From an optimization exercise on the open Yosys and OpenROAD flow, aimed at small area and a short achievable clock period; shortcuts taken in it are not production practice. RTL that was checked went through simulation tests only; none was proved equivalent to the original. Power figures rest on the tool's default switching activity, not on a simulated workload.

==> wip/willow <==
Design conv, start of the top module:
module conv (
input [4:0] stride,
input  conv_enable,
output reg [18:0] address1,
output [18:0] address2,
output reg [18:0] write_address,
output end_reach,
output reg full_conv_end, dot_sum_end,
input clk,
input reset,
input [9:0] w1 ,h1,w2,h2,
output reg [9:0] width, height
  );
==> module conv, before the edit <==
module conv (
input [4:0] stride,
input  conv_enable,
output reg [18:0] address1,
output [18:0] address2,
output reg [18:0] write_address,
output end_reach,
output reg full_conv_end, dot_sum_end,
input clk,
input reset,
input [9:0] w1 ,h1,w2,h2,
output reg [9:0] width, height
  );
reg [4:0]  sR;
reg [9:0]  K;         
reg        K1;        
reg        w2is1;     
reg [5:0]  h2m1;      
reg [6:0]  h2m1ms;    
reg [5:0]  CS;        
always @(posedge clk) begin
  sR     <= stride;
  K      <= w1 - w2 + 10'd1;
  K1     <= (w1 == w2);
  w2is1  <= (w2 == 10'd1);
  h2m1   <= h2[5:0] - 6'd1;
  h2m1ms <= {1'b0, h2[5:0]} - 7'd1 - {2'b0, stride};
  CS     <= h2[5:0] + 6'd1 - {1'b0, stride};
end
reg [5:0]  hc;              
reg [5:0]  vc;              
reg [9:0]  P;               
reg        Hz;              
reg        HL;              
reg [9:0]  RL;              
reg [9:0]  Vp1;             
reg [18:0] nxt_win;         
reg [18:0] nrb;             
reg [11:0] a2;              
assign end_reach = 1'b0;
assign address2 = {7'b0, a2};
wire        step    = conv_enable && !full_conv_end;
wire        wrap    = (hc == 6'd1);
wire        win_end = wrap && (vc == 6'd1);
wire        LC      = (P >= K);
wire        row_end = win_end && LC;
wire [18:0] wrap_val = address1 + {9'b0, K};
wire        cap     = wrap && Hz && (vc == CS);
wire [18:0] nrb_cur = cap ? wrap_val : nrb;
wire [18:0] a1_n    = row_end ? nrb_cur :
                      win_end ? nxt_win :
                      address1 + (wrap ? {9'b0, K} : 19'd1);
wire [9:0]  RL_d    = row_end ? {{3{h2m1ms[6]}}, h2m1ms} :
                      win_end ? {4'b0, h2m1} :
                      wrap    ? 10'h3ff : 10'd0;
wire [9:0]  RL_n    = RL + RL_d;
wire        Hz_n    = row_end || (Hz && !win_end);
wire        HL_n    = row_end ? K1 : win_end ? (P + 10'd1 == K) : HL;
wire        fce_n   = (RL_n == 10'd0) && wrap && Hz_n;
wire        hgt_n   = (RL_n == 10'd1) && HL_n && (wrap ? w2is1 : (hc == 6'd2));
wire [9:0]  Vp1_n   = row_end ? Vp1 + {5'b0, sR} : Vp1;
always @(posedge clk) begin
  if (reset) begin
    hc <= w2[5:0]; vc <= h2[5:0];
    P <= {5'b0, stride}; Hz <= 1'b1; HL <= (w1 == w2);
    RL <= h1; Vp1 <= 10'd1;
    nxt_win <= {14'b0, stride};
    address1 <= 0; a2 <= 0; write_address <= 0;
    dot_sum_end <= 0; full_conv_end <= 0;
    width <= 0; height <= 0;
  end else if (conv_enable) begin
    dot_sum_end <= step && win_end;
    if (step) begin
      hc <= wrap ? w2[5:0] : hc - 6'd1;
      if (win_end) vc <= h2[5:0];
      else if (wrap) vc <= vc - 6'd1;
      if (row_end) P <= {5'b0, sR};
      else if (win_end) P <= P + {5'b0, sR};
      Hz <= Hz_n; HL <= HL_n;
      RL <= RL_n; Vp1 <= Vp1_n;
      address1 <= a1_n;
      if (win_end) nxt_win <= a1_n + {14'b0, sR};
      a2 <= win_end ? 12'd0 : a2 + 12'd1;
      if (win_end) write_address <= write_address + 19'd1;
      if (row_end) width <= P;
      if (fce_n) full_conv_end <= 1'b1;
      if (hgt_n) height <= Vp1_n;
    end
  end
end
always @(posedge clk) begin
  if (cap) nrb <= wrap_val;
end
endmodule
==> flow/config.mk <==
export PLATFORM = sky130hd
export DESIGN_NAME = conv
export DESIGN_NICKNAME = conv
export VERILOG_FILES = /design/flow/design.v
export SDC_FILE = /design/flow/constraint.sdc
export NUM_CORES = 4
export LEC_CHECK = 0
export CAP_MARGIN = 20
export CORE_MARGIN = 2
export CORE_UTILIZATION = 40
export SETUP_SLACK_MARGIN = 5
export SLEW_MARGIN = 20
==> flow/constraint.sdc <==
create_clock -name core_clock -period 11.0 [get_ports {clk}]
set_input_delay 2.2000 -clock core_clock [delete_from_list [all_inputs] [get_ports {clk}]]
set_output_delay 2.2000 -clock core_clock [all_outputs]
set_load 0.01 [all_outputs]
run.sh (not shown) runs the stock make flow with config.mk's settings and CLKGATE_MAP_FILE= SYNTH_SCRIPT=/design/flow/synth_recipe.tcl, a recipe that flattens the netlist after the stock synthesis.
==> wip/ember: changes against wip/willow <==
==> flow/design.v (replaced) <==
`timescale 1ns / 1ps
module conv (
input [4:0] stride,
input  conv_enable,
output reg [18:0] address1,
output [18:0] address2,
output reg [18:0] write_address,
output end_reach,
output reg full_conv_end, dot_sum_end,
input clk,
input reset,
input [9:0] w1 ,h1,w2,h2,
output reg [9:0] width, height
  );
reg [4:0]  sR;
reg [9:0]  Km;        
reg        K1;        
reg        w2is1;     
reg        w2is2;     
reg        h2is1;     
reg        sis1;      
reg [6:0]  CS1;       
always @(posedge clk) begin
  sR     <= stride;
  Km     <= w1 - w2;
  K1     <= (w1 == w2);
  w2is1  <= (w2 == 10'd1);
  w2is2  <= (w2 == 10'd2);
  h2is1  <= (h2 == 10'd1);
  sis1   <= (stride == 5'd1);
  CS1    <= {1'b0, h2[5:0]} + 7'd2 - {2'b0, stride};
end
reg [5:0]  hc;              
reg        wrapF;           
reg [5:0]  vc;              
reg        vclF;            
reg        capF;            
reg [9:0]  P;               
reg        LC;              
reg        Hz;              
reg        HL;              
reg [9:0]  RL;              
reg [9:0]  VL;              
reg [9:0]  Vp1;             
reg [18:0] win_base;        
reg [18:0] nrb;             
reg [11:0] a2;              
reg        fceF;            
reg        hgtF;            
assign end_reach = 1'b0;
assign address2 = {7'b0, a2};
wire        go      = conv_enable && !full_conv_end;
wire        wrap    = wrapF;
wire        win_end = wrapF && vclF;
wire        row_end = win_end && LC;
wire        cap     = wrapF && Hz && capF;
wire [9:0]  s10     = {5'b0, sR};
wire [9:0]  a1_off  = wrap ? Km : 10'd0;
wire [19:0] a1_sum  = {address1, 1'b1} + {9'b0, a1_off, 1'b1};
wire [18:0] a1_adv  = a1_sum[19:1];
wire [18:0] a1_bs   = win_base + {14'b0, sR};
wire [18:0] nrb_cur = cap ? a1_adv : nrb;
wire [18:0] a1_n    = row_end ? nrb_cur :
                      win_end ? a1_bs : a1_adv;
wire [9:0]  P_s     = P + s10;
wire [9:0]  P_n     = row_end ? s10 : P_s;
wire        LC_n    = P_n > Km;
wire        LC_h    = P > Km;
wire [9:0]  VLs     = VL - s10;
wire [9:0]  RL_n    = row_end ? VLs :
                      win_end ? VL :
                      wrap    ? RL - 10'd1 : RL;
wire        Hz_n    = row_end || (Hz && !win_end);
wire        HL_n    = row_end ? K1 : win_end ? (P == Km) : HL;
wire [9:0]  Vp1_n   = row_end ? Vp1 + s10 : Vp1;
wire        wrapF_n = wrap ? w2is1 : (hc == 6'd2);
wire        vclF_n  = win_end ? h2is1 : wrap ? (vc == 6'd2) : vclF;
wire        LC_nx   = win_end ? LC_n : LC_h;
wire        hc2_n   = wrap ? w2is2 : (hc == 6'd3);
wire        RL1_n   = row_end ? (VLs == 10'd1) : win_end ? (VL == 10'd1) :
                      wrap ? (RL == 10'd2) : (RL == 10'd1);
wire        RL2_n   = row_end ? (VLs == 10'd2) : win_end ? (VL == 10'd2) :
                      wrap ? (RL == 10'd3) : (RL == 10'd2);
wire        VL1_n   = row_end ? (VLs == 10'd1) : (VL == 10'd1);
wire        VLS_n   = row_end ? (VLs == s10) : (VL == s10);
wire        VLs1_n  = row_end ? (VLs == s10 + 10'd1) : (VLs == 10'd1);
wire        PK_n    = row_end ? (s10 == Km) : win_end ? (P_s == Km) : (P == Km);
wire        fceF_n  = (wrapF_n && !vclF_n && Hz_n && RL1_n) ||
                      (wrapF_n && vclF_n && LC_nx && VLS_n);
wire        hgtF_n  = (!wrapF_n && hc2_n && HL_n && RL1_n) ||
                      (wrapF_n && !vclF_n && w2is1 && HL_n && RL2_n) ||
                      (wrapF_n && vclF_n && !LC_nx && w2is1 && PK_n && VL1_n) ||
                      (wrapF_n && vclF_n && LC_nx && w2is1 && K1 && VLs1_n);
always @(posedge clk) begin
  if (reset) begin
    hc <= w2[5:0]; wrapF <= (w2 == 10'd1);
    vc <= h2[5:0]; vclF <= (h2 == 10'd1);
    capF <= (stride == 5'd1);
    P <= {5'b0, stride};
    Hz <= 1'b1; HL <= (w1 == w2);
    RL <= h1; VL <= h1; Vp1 <= 10'd1;
    fceF <= (h1 == 10'd1) && (w1 == 10'd1);
    hgtF <= ((h1 == 10'd1) && (w1 == 10'd2)) || ((h1 == 10'd2) && (w1 == 10'd1));
    win_base <= 0;
    address1 <= 0; a2 <= 0; write_address <= 0;
    dot_sum_end <= 0; full_conv_end <= 0;
    width <= 0; height <= 0;
  end else if (conv_enable) begin
    dot_sum_end <= go && win_end;
    if (go) begin
      hc <= wrap ? w2[5:0] : hc - 6'd1;
      wrapF <= wrapF_n;
      if (win_end) begin
        vc <= h2[5:0]; vclF <= h2is1; capF <= sis1;
      end else if (wrap) begin
        vc <= vc - 6'd1; vclF <= (vc == 6'd2); capF <= ({1'b0, vc} == CS1);
      end
      if (win_end) P <= P_n;
      Hz <= Hz_n; HL <= HL_n;
      RL <= RL_n; Vp1 <= Vp1_n;
      if (row_end) VL <= VLs;
      fceF <= fceF_n; hgtF <= hgtF_n;
      address1 <= a1_n;
      if (win_end) win_base <= a1_n;
      a2 <= win_end ? 12'd0 : a2 + 12'd1;
      if (win_end) write_address <= write_address + 19'd1;
      if (row_end) width <= P;
      if (fceF) full_conv_end <= 1'b1;
      if (hgtF) height <= Vp1_n;
    end
  end
end
always @(posedge clk) begin
  if (cap) nrb <= a1_adv;
end
always @(posedge clk) begin
  if (reset) LC <= (w1 == 10'd1);
  else LC <= (go && win_end) ? LC_n : LC_h;
end
endmodule
==> flow/flow/run.sh (new file) <==
#!/bin/bash
set -euo pipefail
cd "$(dirname "$0")/.."
bash standard.sh SETUP_SLACK_MARGIN=7.8 "BUFFER_PORTS_ARGS=-buffer_cell sky130_fd_sc_hd__buf_2" finish > flow_make.log 2>&1
==> flow/standard.sh (new file) <==
#!/bin/bash
# synth_recipe.tcl (not shown) runs the flow's synth.tcl, then flattens the netlist and writes it again
# the make line also repeats each setting of config.mk as NAME=value (left out here)
make -C /OpenROAD-flow-scripts/flow DESIGN_CONFIG=/design/flow/config.mk WORK_HOME=/design/flow/orfs CLKGATE_MAP_FILE= SYNTH_SCRIPT=/design/flow/synth_recipe.tcl "${@:-finish}"
SETUP_SLACK_MARGIN = not set   (was 5)
removed: flow/run.sh
==> wip/juniper: changes against wip/willow <==
SETUP_SLACK_MARGIN = not set   (was 5)
==> notes <==
Critical path depth: wip/juniper > wip/ember > wip/willow. In count of clock-buffer cells in the layout, wip/willow and wip/juniper do not differ. Fmax: wip/juniper < wip/willow < wip/ember. In wip/willow the global-route usage is lower than in wip/ember, by 2.3 points. Between wip/juniper and wip/ember, the lower non-clock buffer count is in wip/juniper (gap 79). Sequential power: wip/juniper is lower than wip/ember (about 7%). Design area: wip/ember is higher than wip/willow (11%). Of wip/willow and wip/ember, wip/ember has the higher die area (gap 3.8%, measured against wip/ember). Power, lowest first: wip/juniper, wip/willow, wip/ember.
==> figures <==
| metric | wip/willow | wip/juniper | wip/ember |
|---|---|---|---|
| Area enclosed by the die boundary | 0.0308 mm² | 0.0308 mm² | 0.0320 mm² |
| Worst setup path startpoint | hc[2] | P[0] | P[0] |
| Wirelength per Cell | 16.5 µm | 16.5 µm | 18.1 µm |
| Achievable clock frequency | 0.180 GHz | 0.149 GHz | 0.273 GHz |
| Worst reg2reg endpoint | nxt_win[18] | height[0] | hgtF |
| Crit path to | nxt_win[18] | height[0] | hgtF |
| Combinational fraction of design power | 21.2% | 21.1% | 23.9% |
| Die Span X | 175 µm | 175 µm | 179 µm |
| Final area over synthesized area | 1.175x | 1.172x | 1.257x |
| Quantity of I/O buffers inserted on ports | 115 | 115 | 119 |
| Launch instance of the worst register-to-register path | hc[2] | P[0] | P[0] |
| Clock Latency Late Sink | 440 ps | 440 ps | 460 ps |
| Area used by multi-input combinational logic | 0.00711 mm² | 0.00709 mm² | 0.00797 mm² |
| Global placement routability congestion | 0.861 | 0.861 | 0.896 |
| Status | complete, no violations | complete, no violations | complete, no violations |
| Static leakage power | 5.48 nW | 5.46 nW | 6.46 nW |
| Worst setup timing slack at the placement stage | 4260 ps | 4260 ps | 6360 ps |
| Cell Pwr Density | 128 mW/mm² | 128 mW/mm² | 126 mW/mm² |
| Wire length of the first global-routing pass | 50.5 mm | 50.5 mm | 56.3 mm |
No functional check of the RTL was part of wip/ember.

-- what the ideal ports hide --
Ports are ideal in the flow. The routed layouts listed here were re-timed in OpenROAD.
Step 1, drivers: a clkbuf_16 drives clk and a buf_2 each remaining input, both assumed.
Step 2 moves the port delays by t, midway between the first and last clock arrival at a register: inputs arrive t later, outputs are due t later. That takes back most of the time a late clock gives input paths.
Slacks: ideal ports / drivers / drivers and shift; pairs: ideal ports / drivers.
run | shift t [ns] | setup WS [ns] | hold slack, ns | clock arrival spread, ns | worst register clock-pin slew, ns
wip/willow | 0.483 | 5.432 / 5.432 / 5.432 | 0.455 / 0.455 / 0.455 | 0.013 / 0.013 | 0.08 / 0.08
wip/ember | 0.500 | 7.336 / 7.336 / 6.918 | 0.461 / 0.461 / 0.461 | 0.014 / 0.014 | 0.08 / 0.08
wip/juniper | 0.478 | 4.268 / 4.268 / 4.268 | 0.454 / 0.454 / 0.454 | 0.013 / 0.013 | 0.07 / 0.07
After both steps setup and hold are still met in every run listed. For wip/ember, which loses most, drivers alone change the setup slack by 0.000 ns; drivers and shift together by -0.418 ns.
